Context: an optimization exercise on an open-source flow, tuned for small area, a short achievable clock period and few clock cycles. The choices shown serve that exercise and are no tape-out recipe. Function was checked by simulation only, so behaviour that the tests miss may differ from the original. Power figures rest on the tool's default switching activity, not on a simulated workload.

==> flow/design.v <==
`resetall
`timescale 1ns / 1ps
`default_nettype none
module dma_client_axis_sink #
(
    parameter RAM_ADDR_WIDTH = 16,
    parameter SEG_COUNT = 2,
    parameter SEG_DATA_WIDTH = 64,
    parameter SEG_BE_WIDTH = SEG_DATA_WIDTH/8,
    parameter SEG_ADDR_WIDTH = RAM_ADDR_WIDTH-$clog2(SEG_COUNT*SEG_BE_WIDTH),
    parameter AXIS_DATA_WIDTH = SEG_DATA_WIDTH*SEG_COUNT/2,
    parameter AXIS_KEEP_ENABLE = (AXIS_DATA_WIDTH>8),
    parameter AXIS_KEEP_WIDTH = (AXIS_DATA_WIDTH/8),
    parameter AXIS_LAST_ENABLE = 1,
    parameter AXIS_ID_ENABLE = 0,
    parameter AXIS_ID_WIDTH = 8,
    parameter AXIS_DEST_ENABLE = 0,
    parameter AXIS_DEST_WIDTH = 8,
    parameter AXIS_USER_ENABLE = 1,
    parameter AXIS_USER_WIDTH = 1,
    parameter LEN_WIDTH = 16,
    parameter TAG_WIDTH = 8
)
(
    input  wire                                 clk,
    input  wire                                 rst,
    input  wire [RAM_ADDR_WIDTH-1:0]            s_axis_write_desc_ram_addr,
    input  wire [LEN_WIDTH-1:0]                 s_axis_write_desc_len,
    input  wire [TAG_WIDTH-1:0]                 s_axis_write_desc_tag,
    input  wire                                 s_axis_write_desc_valid,
    output wire                                 s_axis_write_desc_ready,
    output wire [LEN_WIDTH-1:0]                 m_axis_write_desc_status_len,
    output wire [TAG_WIDTH-1:0]                 m_axis_write_desc_status_tag,
    output wire [AXIS_ID_WIDTH-1:0]             m_axis_write_desc_status_id,
    output wire [AXIS_DEST_WIDTH-1:0]           m_axis_write_desc_status_dest,
    output wire [AXIS_USER_WIDTH-1:0]           m_axis_write_desc_status_user,
    output wire [3:0]                           m_axis_write_desc_status_error,
    output wire                                 m_axis_write_desc_status_valid,
    input  wire [AXIS_DATA_WIDTH-1:0]           s_axis_write_data_tdata,
    input  wire [AXIS_KEEP_WIDTH-1:0]           s_axis_write_data_tkeep,
    input  wire                                 s_axis_write_data_tvalid,
    output wire                                 s_axis_write_data_tready,
    input  wire                                 s_axis_write_data_tlast,
    input  wire [AXIS_ID_WIDTH-1:0]             s_axis_write_data_tid,
    input  wire [AXIS_DEST_WIDTH-1:0]           s_axis_write_data_tdest,
    input  wire [AXIS_USER_WIDTH-1:0]           s_axis_write_data_tuser,
    output wire [SEG_COUNT*SEG_BE_WIDTH-1:0]    ram_wr_cmd_be,
    output wire [SEG_COUNT*SEG_ADDR_WIDTH-1:0]  ram_wr_cmd_addr,
    output wire [SEG_COUNT*SEG_DATA_WIDTH-1:0]  ram_wr_cmd_data,
    output wire [SEG_COUNT-1:0]                 ram_wr_cmd_valid,
    input  wire [SEG_COUNT-1:0]                 ram_wr_cmd_ready,
    input  wire [SEG_COUNT-1:0]                 ram_wr_done,
    input  wire                                 enable,
    input  wire                                 abort
);
localparam OW = 4;
reg        active_reg;     
reg        drop_reg;       
reg        pend_reg;       
reg [12:0] addr_reg;       
reg [12:0] cnt_reg;        
reg [15:0] len_reg;        
reg [7:0]  tag_reg;
reg        lastf_reg;      
reg s_axis_write_desc_ready_reg;
reg s_axis_write_data_tready_reg;
reg [1:0]  ld_reg;         
reg [1:0]  wvalid_reg;
reg [63:0] wdata0_reg, wdata1_reg;
reg [7:0]  wbe0_reg, wbe1_reg;
reg [11:0] wrow0_reg, wrow1_reg;
reg [OW-1:0] out0_reg, out1_reg;
reg        hbusy_reg;
reg        sval_reg;
reg [OW-1:0] rem0_reg, rem1_reg;    
reg [15:0] hlen_reg;
reg [7:0]  htag_reg;
reg [7:0]  hid_reg;
reg [7:0]  hdest_reg;
reg        huser_reg;
assign s_axis_write_desc_ready = s_axis_write_desc_ready_reg;
assign s_axis_write_data_tready = s_axis_write_data_tready_reg;
assign m_axis_write_desc_status_len = hlen_reg;
assign m_axis_write_desc_status_tag = htag_reg;
assign m_axis_write_desc_status_id = hid_reg;
assign m_axis_write_desc_status_dest = hdest_reg;
assign m_axis_write_desc_status_user = huser_reg;
assign m_axis_write_desc_status_error = 4'd0;
assign m_axis_write_desc_status_valid = sval_reg;
assign ram_wr_cmd_be = {wbe1_reg, wbe0_reg};
assign ram_wr_cmd_addr = {wrow1_reg, wrow0_reg};
assign ram_wr_cmd_data = {wdata1_reg, wdata0_reg};
assign ram_wr_cmd_valid = wvalid_reg;
wire fire = s_axis_write_data_tvalid && s_axis_write_data_tready_reg && active_reg;
wire dfire = s_axis_write_data_tvalid && s_axis_write_data_tready_reg && drop_reg;
wire seg = addr_reg[0];
wire [7:0] lmask = lastf_reg ? (8'hff >> (3'd0 - len_reg[2:0])) : 8'hff;
wire [7:0] be = s_axis_write_data_tkeep & lmask;
reg [3:0] fz;
integer j;
always @* begin
    fz = 4'd8;
    for (j = 7; j >= 0; j = j - 1) begin
        if (!be[j]) fz = j;
    end
end
wire end_beat = fire && (lastf_reg || s_axis_write_data_tlast);
wire [12:0] cnt_inc = cnt_reg + 1'b1;
wire [15:0] wlen = !s_axis_write_data_tlast ? len_reg :
                   fz[3] ? {cnt_inc, 3'd0} : {cnt_reg, fz[2:0]};
wire [13:0] nbeats = len_reg[15:3] + (len_reg[2:0] != 3'd0);
wire lastf_next = ({1'b0, cnt_reg} + 14'd2) == nbeats;
reg active_n, drop_n, pend_n, hbusy_n, sval_n, seg_n;
reg [1:0] wvalid_n;
reg [OW-1:0] out0_n, out1_n;
wire move = pend_reg && (!hbusy_reg || sval_reg);
wire rem0_done = rem0_reg == 0 || (rem0_reg == 1 && ram_wr_done[0]);
wire rem1_done = rem1_reg == 0 || (rem1_reg == 1 && ram_wr_done[1]);
wire desc_take = s_axis_write_desc_ready_reg && s_axis_write_desc_valid;
always @* begin
    active_n = active_reg;
    drop_n = drop_reg;
    pend_n = pend_reg;
    seg_n = seg;
    if (desc_take) begin
        active_n = 1'b1;
        seg_n = s_axis_write_desc_ram_addr[3];
    end else if (fire) begin
        seg_n = !seg;
        if (end_beat) begin
            active_n = 1'b0;
            pend_n = 1'b1;
            drop_n = !s_axis_write_data_tlast;
        end
    end
    if (dfire && s_axis_write_data_tlast) begin
        drop_n = 1'b0;
    end
    if (move) begin
        pend_n = 1'b0;
    end
    hbusy_n = move || (hbusy_reg && !sval_reg);
    sval_n = hbusy_reg && !sval_reg && rem0_done && rem1_done;
    wvalid_n[0] = (fire && !seg) || (wvalid_reg[0] && !ram_wr_cmd_ready[0]);
    wvalid_n[1] = (fire && seg) || (wvalid_reg[1] && !ram_wr_cmd_ready[1]);
    out0_n = out0_reg + (fire && !seg) - ram_wr_done[0];
    out1_n = out1_reg + (fire && seg) - ram_wr_done[1];
end
wire out_ok = seg_n ? (out1_n != {OW{1'b1}}) : (out0_n != {OW{1'b1}});
wire tready_n = drop_n || (active_n && !wvalid_n[seg_n] && out_ok);
always @(posedge clk) begin
    active_reg <= active_n;
    drop_reg <= drop_n;
    pend_reg <= pend_n;
    hbusy_reg <= hbusy_n;
    sval_reg <= sval_n;
    wvalid_reg <= wvalid_n;
    out0_reg <= out0_n;
    out1_reg <= out1_n;
    s_axis_write_data_tready_reg <= tready_n;
    ld_reg[0] <= tready_n && active_n && !seg_n;
    ld_reg[1] <= tready_n && active_n && seg_n;
    s_axis_write_desc_ready_reg <= enable && !active_n && !drop_n && (!pend_n || !hbusy_n || sval_n);
    if (s_axis_write_desc_ready_reg) begin
        addr_reg <= s_axis_write_desc_ram_addr[15:3];
        len_reg <= s_axis_write_desc_len;
        tag_reg <= s_axis_write_desc_tag;
        cnt_reg <= 13'd0;
        lastf_reg <= s_axis_write_desc_len[15:4] == 0 && (!s_axis_write_desc_len[3] || s_axis_write_desc_len[2:0] == 0);
    end else if (fire) begin
        if (end_beat) begin
            len_reg <= wlen;
            {addr_reg, cnt_reg[3:0]} <= {s_axis_write_data_tuser, s_axis_write_data_tdest, s_axis_write_data_tid};
        end else begin
            addr_reg <= addr_reg + 1'b1;
            cnt_reg <= cnt_inc;
            lastf_reg <= lastf_next;
        end
    end
    if (move) begin
        hlen_reg <= len_reg;
        htag_reg <= tag_reg;
        {huser_reg, hdest_reg, hid_reg} <= {addr_reg, cnt_reg[3:0]};
        rem0_reg <= out0_n;
        rem1_reg <= out1_n;
    end else begin
        if (ram_wr_done[0] && rem0_reg != 0) rem0_reg <= rem0_reg - 1'b1;
        if (ram_wr_done[1] && rem1_reg != 0) rem1_reg <= rem1_reg - 1'b1;
    end
    if (ld_reg[0]) begin
        wdata0_reg <= s_axis_write_data_tdata;
        wbe0_reg <= be;
        wrow0_reg <= addr_reg[12:1];
    end
    if (ld_reg[1]) begin
        wdata1_reg <= s_axis_write_data_tdata;
        wbe1_reg <= be;
        wrow1_reg <= addr_reg[12:1];
    end
    if (rst) begin
        active_reg <= 1'b0;
        drop_reg <= 1'b0;
        pend_reg <= 1'b0;
        hbusy_reg <= 1'b0;
        sval_reg <= 1'b0;
        wvalid_reg <= 2'b00;
        out0_reg <= 0;
        out1_reg <= 0;
        s_axis_write_data_tready_reg <= 1'b0;
        ld_reg <= 2'b00;
        s_axis_write_desc_ready_reg <= 1'b0;
    end
end
endmodule
`resetall
==> flow/run.sh <==
#!/bin/bash
# synth_recipe.tcl (not shown) runs the flow's synth.tcl, then flattens the netlist and writes it again
# the make line also repeats each setting of config.mk as NAME=value (left out here)
make -C /OpenROAD-flow-scripts/flow DESIGN_CONFIG=/design/flow/config.mk WORK_HOME=/design/flow/orfs CLKGATE_MAP_FILE= SYNTH_SCRIPT=/design/flow/synth_recipe.tcl finish
==> flow/config.mk <==
export PLATFORM = sky130hd
export DESIGN_NAME = dma_client_axis_sink
export DESIGN_NICKNAME = dma_client_axis_sink
export VERILOG_FILES = /design/flow/design.v
export SDC_FILE = /design/flow/constraint.sdc
export NUM_CORES = 8
export LEC_CHECK = 0
export CAP_MARGIN = 20
export CORE_MARGIN = 2
export CORE_UTILIZATION = 40
export SLEW_MARGIN = 20
==> flow/constraint.sdc <==
create_clock -name core_clock -period 6.0 [get_ports {clk}]
set_input_delay 1.2000 -clock core_clock [delete_from_list [all_inputs] [get_ports {clk}]]
set_output_delay 1.2000 -clock core_clock [all_outputs]
set_load 0.01 [all_outputs]
==> impl_metrics.py, run 1 <==
metrics = {
    "critical_path": {
        "slowest_delay_ns": 0.47,
        "cpMostUsedCell": "ha_1",
        "timing.rr.end": "lastf_reg",
        "worst_ep_arrival_time_ns": 3.94,
        "r2r_slack_ns": 3.11,
        "timing.rr.start": "len_reg[0]",
        "crit_chain": "clkdlybuf4s50_1 -> nand3_1 -> inv_2 -> ha_1 -> ha_1 -> fa_1 -> xnor2_1 -> o311a_1 -> o31ai_1 -> nor2_1",
        "criticalPathCategory": "in -> reg",
        "critPathMaxFanout": 13,
        "critPathTopFamily": "adder cells",
        "required_ns": 6.44,
        "critical_path_buf_inv_count": 2,
        "reg2reg_depth": 12,
        "start_kind": "input port",
        "cpMaxStageDelayCell": "clkdlybuf4s50_1",
        "end_kind": "flip-flop",
    },
    "place": {
        "dp_cells": 1451,
        "gp_congestion": 0.849,
        "dp_hpwl_mm": 22.3,
        "pre_cts_slack_ns": 1.92,
        "port_buffers": 349,
    },
    "sta": {
        "tns_ns": 0,
        "skew_ns": 0.0210,
        "fin_ws_ns": 2.50,
        "setup_viol": 0,
        "finalCritPeriodShare": 0.584,
        "max_slew_margin": 0.298,
        "period_minus_slack_ns": 3.50,
        "worst_pin_slew_ns": 1.05,
        "finalHoldViolCount": 0,
        "maxSlewViolCount": 0,
        "fmax_mhz": 285,
        "rsz0062_at_grt": "no",
    },
    "finish": {
        "layout_common_cells": "clkdlybuf4s50_1 (349), edfxtp_1 (255), nand2_1 (52)",
        "area_growth_pct": 44.2,
        "fin_cells": 1508,
        "post-route-util": 0.584,
        "post_route_cells_drive_above_1_share": 0.0593,
        "final_common_cell": "clkdlybuf4s50_1",
        "nets": 1271,
    },
    "global_routing": {
        "grt-ovfl-total": 0,
        "grt_pass1_vias": 7036,
        "antenna_found_initial": 1,
        "grt_usage": 0.195,
        "grt_pass1_wl_mm": 42.8,
        "grt_max_degree": 63,
    },
    "hold_path": {
        "hold_depth": 0,
        "holdCritStartpoint": "tag_reg[6]",
        "worst_hold_path.endpoint": "htag_reg[6]",
        "hp-class": "reg -> reg",
    },
    "die": {
        "core_area_mm2": 0.0277,
        "die_h_um": 172,
        "initial_utilization": 0.405,
        "dieArea_mm2": 0.0294,
        "dieWidth_um": 172,
        "rows": 61,
        "io-pin-count": 358,
    },
    "synthesis": {
        "ys.flop_type": "edfxtp_1",
        "syn_area_mm2": 0.0112,
        "synth_seq_cells": 287,
        "synth_edf_count": 255,
        "synth_cell_types": 59,
        "syn_inst": 746,
        "syn_avg_cell_area_um2": 15.1,
        "ys_seq_area_frac": 0.739,
        "synth-async-reset-ratio": 0,
        "yosysWarnings": 1,
    },
    "cts": {
        "cts-root-buf": "clkbuf_16",
        "clock_path_buffers": 3,
        "postCtsSetupBuffers": 0,
        "cts.htree.levels": 1,
        "ctsResizeCount": 0,
        "cts_hold_buf": 0,
        "clock-sinks": 287,
        "cts_tree": "done",
        "path_clk_slew_ns": 0.06,
        "cts_buffers": 31,
        "insertion_delay_ns": 0.55,
    },
    "routing": {
        "initialDrtViolationCount": 473,
        "num_vias": 7291,
        "drc": 0,
        "viasPerCell": 4.83,
        "first_pass_iters": 5,
        "routedWlPerCell_um": 19.7,
        "drtAntennaViolNets": 0,
        "wl_mm": 29.7,
    },
    "pwr": {
        "vdd_drop_max_v": 0.000189,
        "leakagePower_nw": 5.61,
        "power_mw": 4.68,
        "powerDensity_mw_per_mm2": 289,
    },
    "outcome": {
        "status": "no timing/DRC/antenna violations",
    },
    "flow_run": {
        "cap_violations": 0,
    },
}
==> cell families (layout without fill, tap and decap cells) <==
family / after synthesis / in the layout / share of synthesized area
fa+ha+maj: 25 / 25 / 0.0292
xor+xnor: 61 / 61 / 0.0513
compound gates: 114 / 114 / 0.0627
buf+inv: 59 / 439 / 0.0227
other cells: 1 / 5 / 0.000334
flops: 287 / 287 / 0.739
mux: 5 / 5 / 0.00457
simple gates: 194 / 194 / 0.0902
==> metrics by stage <==
step	instance area, um2	hold WS (ns)
floorplan	11200	0.400
global placement	15100	0.401
detailed placement	15100	0.405
CTS	16200	0.420
global route	16200	0.425
finish	16200	0.417
==> power breakdown <==
group          total (mW)  switching (mW)  internal [mW]
registers            2.30          0.0447           2.25
logic               0.375           0.177          0.199
clock network        2.01           0.764           1.24
==> routing by layer <==
metal / track usage / part of all wire
met5: 0 / 0
met4: 0.0501 / 0.021
met3: 0.0541 / 0.086
met2: 0.345 / 0.51
met1: 0.234 / 0.39
==> cells in the mapped netlist, drive strengths merged, types with 5 or more instances <==
master / count / area, um2
nor4: 9 / 68.8
and3: 9 / 56.3
a22oi: 13 / 97.6
o21ai: 39 / 195
o31ai: 5 / 42.5
inv: 30 / 113
nor2b: 8 / 50.1
nor2: 42 / 158
clkbuf: 15 / 56.3
a21oi: 26 / 130
a31oi: 5 / 31.3
a21boi: 6 / 45.0
edfxtp: 255 / 7660
nand3: 20 / 110
dfxtp: 32 / 641
xnor2: 36 / 315
or3: 6 / 37.5
xor2: 22 / 193
nor3: 12 / 60.1
and4: 6 / 52.6
nand2b: 5 / 31.3
buf: 14 / 86.3
ha: 23 / 288
nand2: 52 / 195
nand4: 13 / 96.3
==> area by class of cell <==
| cell class | count | area [um2] |
|---|---|---|
| inverters | 30 | 113 |
| well taps | 378 | 473 |
| diodes | 1 | 2.50 |
| clock inverters | 22 | 297 |
| multi-input cells | 403 | 2690 |
| repair buffers | 353 | 3520 |
| flip-flops and latches | 287 | 8310 |
| clock buffers | 34 | 787 |
| fillers | 2257 | 11500 |
==> worst max-delay path by stage <==
stage / from / to / slack [ns] / cells past startpoint
after floorplan: s_axis_write_data_tvalid / ld_reg[0] / 2.66 / 10
after global placement: s_axis_write_data_tvalid / ld_reg[1] / 1.93 / 10
after detailed placement: s_axis_write_data_tvalid / ld_reg[0] / 1.92 / 10
after CTS: s_axis_write_data_tvalid / ld_reg[0] / 2.52 / 10
after global routing: s_axis_write_data_tvalid / ld_reg[0] / 2.30 / 10
final: s_axis_write_data_tvalid / ld_reg[0] / 2.50 / 10
Testbench counts, summed over its fixed seeds: cycles 94,264.
==> run 2, diff against run 1 <==
--- a/flow/design.v
+++ b/flow/design.v
@@ -61,3 +61,4 @@
 reg [12:0] cnt_reg;        
-reg [15:0] len_reg;        
+reg [12:0] nb_reg;         
+reg [2:0]  lb_reg;         
 reg [7:0]  tag_reg;
@@ -93,21 +94,40 @@
 assign ram_wr_cmd_valid = wvalid_reg;
-wire fire = s_axis_write_data_tvalid && s_axis_write_data_tready_reg && active_reg;
+wire fire = s_axis_write_data_tvalid && (ld_reg[0] || ld_reg[1]);
 wire dfire = s_axis_write_data_tvalid && s_axis_write_data_tready_reg && drop_reg;
 wire seg = addr_reg[0];
-wire [7:0] lmask = lastf_reg ? (8'hff >> (3'd0 - len_reg[2:0])) : 8'hff;
-wire [7:0] be = s_axis_write_data_tkeep & lmask;
-reg [3:0] fz;
+reg [7:0] lmask;
 integer j;
 always @* begin
-    fz = 4'd8;
-    for (j = 7; j >= 0; j = j - 1) begin
-        if (!be[j]) fz = j;
+    for (j = 0; j < 8; j = j + 1) begin
+        lmask[j] = !lastf_reg || lb_reg == 3'd0 || j < lb_reg;
     end
 end
+wire [7:0] be = s_axis_write_data_tkeep & lmask;
+wire [3:0] fz;
+assign fz[3] = be[7];
+assign fz[2] = be[3] & !be[7];
+assign fz[1] = (be[1] & !be[3]) | (be[5] & !be[7]);
+assign fz[0] = (be[0] & !be[1]) | (be[2] & !be[3]) | (be[4] & !be[5]) | (be[6] & !be[7]);
+function [12:0] inc13;
+    input [12:0] x;
+    integer b;
+    begin
+        for (b = 0; b < 13; b = b + 1) begin
+            inc13[b] = x[b] ^ ((x & ((13'd1 << b) - 1)) == ((13'd1 << b) - 1));
+        end
+    end
+endfunction
+function [12:0] dec13;
+    input [12:0] x;
+    integer b;
+    begin
+        for (b = 0; b < 13; b = b + 1) begin
+            dec13[b] = x[b] ^ ((x & ((13'd1 << b) - 1)) == 13'd0);
+        end
+    end
+endfunction
 wire end_beat = fire && (lastf_reg || s_axis_write_data_tlast);
-wire [12:0] cnt_inc = cnt_reg + 1'b1;
-wire [15:0] wlen = !s_axis_write_data_tlast ? len_reg :
-                   fz[3] ? {cnt_inc, 3'd0} : {cnt_reg, fz[2:0]};
-wire [13:0] nbeats = len_reg[15:3] + (len_reg[2:0] != 3'd0);
-wire lastf_next = ({1'b0, cnt_reg} + 14'd2) == nbeats;
+wire [12:0] cnt_inc = inc13(cnt_reg);
+wire [15:0] wlen = fz[3] ? {cnt_inc, 3'd0} : {cnt_reg, fz[2:0]};
+wire lastf_next = (lb_reg == 3'd0) ? (nb_reg == 13'd2) : (nb_reg == 13'd1);
 reg active_n, drop_n, pend_n, hbusy_n, sval_n, seg_n;
@@ -148,3 +168,3 @@
 end
-wire out_ok = seg_n ? (out1_n != {OW{1'b1}}) : (out0_n != {OW{1'b1}});
+wire out_ok = seg_n ? (out1_reg < {OW{1'b1}} - 1) : (out0_reg < {OW{1'b1}} - 1);
 wire tready_n = drop_n || (active_n && !wvalid_n[seg_n] && out_ok);
@@ -165,3 +185,4 @@
         addr_reg <= s_axis_write_desc_ram_addr[15:3];
-        len_reg <= s_axis_write_desc_len;
+        nb_reg <= s_axis_write_desc_len[15:3];
+        lb_reg <= s_axis_write_desc_len[2:0];
         tag_reg <= s_axis_write_desc_tag;
@@ -171,7 +192,8 @@
         if (end_beat) begin
-            len_reg <= wlen;
+            {nb_reg, lb_reg} <= wlen;
             {addr_reg, cnt_reg[3:0]} <= {s_axis_write_data_tuser, s_axis_write_data_tdest, s_axis_write_data_tid};
         end else begin
-            addr_reg <= addr_reg + 1'b1;
+            addr_reg <= inc13(addr_reg);
             cnt_reg <= cnt_inc;
+            nb_reg <= dec13(nb_reg);
             lastf_reg <= lastf_next;
@@ -180,7 +202,7 @@
     if (move) begin
-        hlen_reg <= len_reg;
+        hlen_reg <= {nb_reg, lb_reg};
         htag_reg <= tag_reg;
         {huser_reg, hdest_reg, hid_reg} <= {addr_reg, cnt_reg[3:0]};
-        rem0_reg <= out0_n;
-        rem1_reg <= out1_n;
+        rem0_reg <= out0_reg - ram_wr_done[0];
+        rem1_reg <= out1_reg - ram_wr_done[1];
     end else begin
==> flow/flow/run.sh (new file) <==
#!/bin/bash
set -euo pipefail
bash standard.sh "BUFFER_PORTS_ARGS=-buffer_cell sky130_fd_sc_hd__buf_1" finish > flow_make.log 2>&1
==> flow/standard.sh (new file) <==
#!/bin/bash
# synth_recipe.tcl (not shown) runs the flow's synth.tcl, then flattens the netlist and writes it again
# the make line also repeats each setting of config.mk as NAME=value (left out here)
make -C /OpenROAD-flow-scripts/flow DESIGN_CONFIG=/design/flow/config.mk WORK_HOME=/design/flow/orfs CLKGATE_MAP_FILE= SYNTH_SCRIPT=/design/flow/synth_recipe.tcl "${@:-finish}"
--- a/flow/config.mk
+++ b/flow/config.mk
@@ -10,2 +10,5 @@
 export CORE_UTILIZATION = 40
+export CTS_CLUSTER_DIAMETER = 100
+export CTS_CLUSTER_SIZE = 30
+export SETUP_SLACK_MARGIN = 3.7
 export SLEW_MARGIN = 20
removed: flow/run.sh
==> run 2 against run 1 <==
Still clean; power is 17% lower; worst hold slack worse by 0.014 ns; flip-flop and latch count stayed put; routed wire length is 10% lower; maximum frequency is 55% higher; register-to-register slack better by 0.74 ns; clock power is 44% lower; first-iteration DRC count is 1.3% higher; non-clock buffer count is 5 higher; design area is 17% lower; cell count is 5.8% lower.
==> impl_metrics.py, run 2 <==
metrics = {
    "sta": {
        "fin_ws_ns": 3.74,
        "period_minus_slack_ns": 2.26,
        "rsz0062_at_grt": "yes",
        "tns_ns": 0,
        "finalHoldViolCount": 0,
        "maxSlewViolCount": 0,
        "max_slew_margin": 0.455,
        "finalCritPeriodShare": 0.377,
        "hold_slack_ns": 0.403,
        "worst_pin_slew_ns": 0.817,
        "fmax_mhz": 442,
        "skew_ns": 0.0270,
        "setup_viol": 0,
    },
    "synthesis": {
        "syn_inst": 718,
        "ys.flop_type": "edfxtp_1",
        "synth_seq_cells": 287,
        "synth-async-reset-ratio": 0,
        "yosysWarnings": 1,
        "synth_edf_count": 255,
        "yosysMostFrequentCell": "edfxtp_1",
        "syn_avg_cell_area_um2": 15.4,
        "syn_area_mm2": 0.0111,
        "ys_seq_area_frac": 0.751,
        "netlist_top_cells_count": "edfxtp_1 (255), nand2_1 (60), nor2_1 (59)",
        "synth_area_leaders": "edfxtp_1 (69%), dfxtp_1 (5.8%), ha_1 (3.7%)",
        "synth_cell_types": 61,
        "yosysTopAreaCellShare": 0.693,
        "synth_top_area_cell": "edfxtp_1",
    },
    "cts": {
        "cts_tree": "done",
        "cts.htree.levels": 1,
        "clock_path_buffers": 3,
        "clock-sinks": 287,
        "path_clk_slew_ns": 0.12,
        "cts_buffers": 14,
        "cts-root-buf": "clkbuf_16",
        "insertion_delay_ns": 0.51,
    },
    "finish": {
        "post-route-cell-area_mm2": 0.0134,
        "area_growth_pct": 21.2,
        "fin_cells": 1420,
        "layout_common_cells": "buf_1 (331), edfxtp_1 (255), nand2_1 (60)",
        "post_route_cells_drive_above_1_share": 0.0780,
        "nets": 1247,
        "final_common_cell": "buf_1",
        "post-route-util": 0.495,
    },
    "critical_path": {
        "timing.rr.start": "addr_reg[0]",
        "required_ns": 4.80,
        "critPathMaxFanout": 1,
        "start_kind": "flip-flop",
        "slowest_delay_ns": 0.39,
        "critPathLaunch": "hlen_reg[6]",
        "end_kind": "primary output",
        "worst_ep_arrival_time_ns": 1.06,
        "critical_path_buf_inv_count": 1,
        "cpMaxStageDelayCell": "edfxtp_1",
        "critPathTopFamily": "flip-flops",
        "crit_chain": "buf_4",
        "criticalPathCategory": "reg -> out",
    },
    "global_routing": {
        "antenna_found_initial": 3,
        "grt_usage": 0.178,
        "grt_pass1_vias": 6786,
        "grt-ovfl-total": 0,
        "grt_pass1_wl_mm": 38.9,
        "grt_max_degree": 71,
    },
    "die": {
        "dieArea_mm2": 0.0290,
        "core_area_mm2": 0.0270,
        "io-pin-count": 358,
        "rows": 60,
        "initial_utilization": 0.409,
        "die_h_um": 170,
        "dieWidth_um": 170,
    },
    "place": {
        "gp_congestion": 0.797,
        "dp_hpwl_mm": 19.2,
        "pre_cts_slack_ns": 3.09,
        "dpl_cell_area_mm2": 0.0128,
        "dp_cells": 1392,
        "port_buffers": 349,
    },
    "routing": {
        "initialDrtViolationCount": 479,
        "viasPerCell": 4.87,
        "wl_mm": 26.7,
        "drc": 0,
        "drtAntennaViolNets": 0,
        "num_vias": 6922,
        "routedWlPerCell_um": 18.8,
        "first_pass_iters": 4,
    },
    "pwr": {
        "vdd_drop_max_v": 0.000226,
        "leakagePower_nw": 4.55,
        "power_mw": 3.90,
        "powerDensity_mw_per_mm2": 291,
    },
    "hold_path": {
        "hp-class": "reg -> reg",
        "holdCritStartpoint": "tag_reg[1]",
    },
    "flow_run": {
        "cap_violations": 0,
    },
    "outcome": {
        "status": "no timing/DRC/antenna violations",
    },
}
==> run 2: cell count changes after synthesis, moves of 10 or more <==
cell,change
inv_1,+11
ha_1,+10
o21ai_0,-11
a22oi_1,-13
nor2_1,+17
xnor2_1,-12
==> run 2: cell type report <==
type                       instances  area, um2
fill                            2435      13600
multi-input combinational        369       2580
timing repair buffer             358       1450
antenna                            2       5.00
inverter                          42        164
clock buffer                      18        408
tap                              341        427
clock inverter                     3       43.8
sequential                       287       8310
==> run 2: power by group <==
group          switching (mW)  total (mW)  internal, mW
Sequential             0.0726        2.36          2.29
Clock                   0.627        1.13         0.503
Combinational           0.232       0.404         0.172
==> run 2: repair_timing <==
| item | CTS | global route |
|---|---|---|
| gates resized for setup | 11 | 21 |
| pin swaps | 1 | 0 |
| hold buffers | 0 | 0 |
| setup endpoints to repair | 51 | 87 |
| setup buffers | 5 | 0 |
==> run 2: cells by family after synthesis <==
family | after synthesis | synth area share
AOI/OAI and AO/OA | 94 | 0.0600
buffers and inverters | 65 | 0.0260
other | 1 | 0.000339
and+or+nand+nor | 182 | 0.0778
muxes | 10 | 0.00906
DFF | 287 | 0.751
adders and majority gates | 35 | 0.0410
xor gates and xnor gates | 44 | 0.0349
==> run 2: worst paths after layout <==
| check | to | slack [ns] | cells past startpoint |
|---|---|---|---|
| worst max-delay path | m_axis_write_desc_status_len[6] | 3.74 | 1 |
| worst min-delay path | htag_reg[1] | 0.40 | 0 |
| worst max register to register | addr_reg[9] | 3.85 | 9 |
| worst min register to register | htag_reg[1] | 0.40 | 0 |
==> run 2: metal layers <==
metal | global-route usage | share of wire
met5 | 0 | 0.00041
met4 | 0.0513 | 0.024
met3 | 0.0398 | 0.072
met2 | 0.327 | 0.52
met1 | 0.207 | 0.38
Testbench counts of run 2, summed over its fixed seeds: cycles 94,264.

-- afterwards: timing with drivers on the ports --
In the flow no input, the clock included, has a driving cell. The finished layouts below were timed again as built, in two steps. Step 1, drivers: a clkbuf_16 drives clk and a buf_2 each remaining input, both assumed. Step 2 adds t to the input delays and takes it off the output delays; t is the mean of the earliest and latest rising clock arrival at the registers after step 1. Input paths then give back, and output paths get back, about the clock's delay inside the block. Slacks: ideal / step 1 / step 2; pairs: ideal / step 1.
run | t (ns) | setup WS [ns] | worst hold slack (ns) | worst register clock-pin slew, ns
run 1 | 0.591 | 2.496 / 2.516 / 1.925 | 0.417 / 0.417 / 0.417 | 0.06 / 0.06
run 2 | 0.542 | 3.738 / 3.689 / 3.237 | 0.403 / 0.403 / 0.403 | 0.12 / 0.12
After both steps setup and hold are still met in every run listed. The setup slack of run 1, which loses most, moves by +0.020 ns with the drivers and by -0.571 ns with both steps.
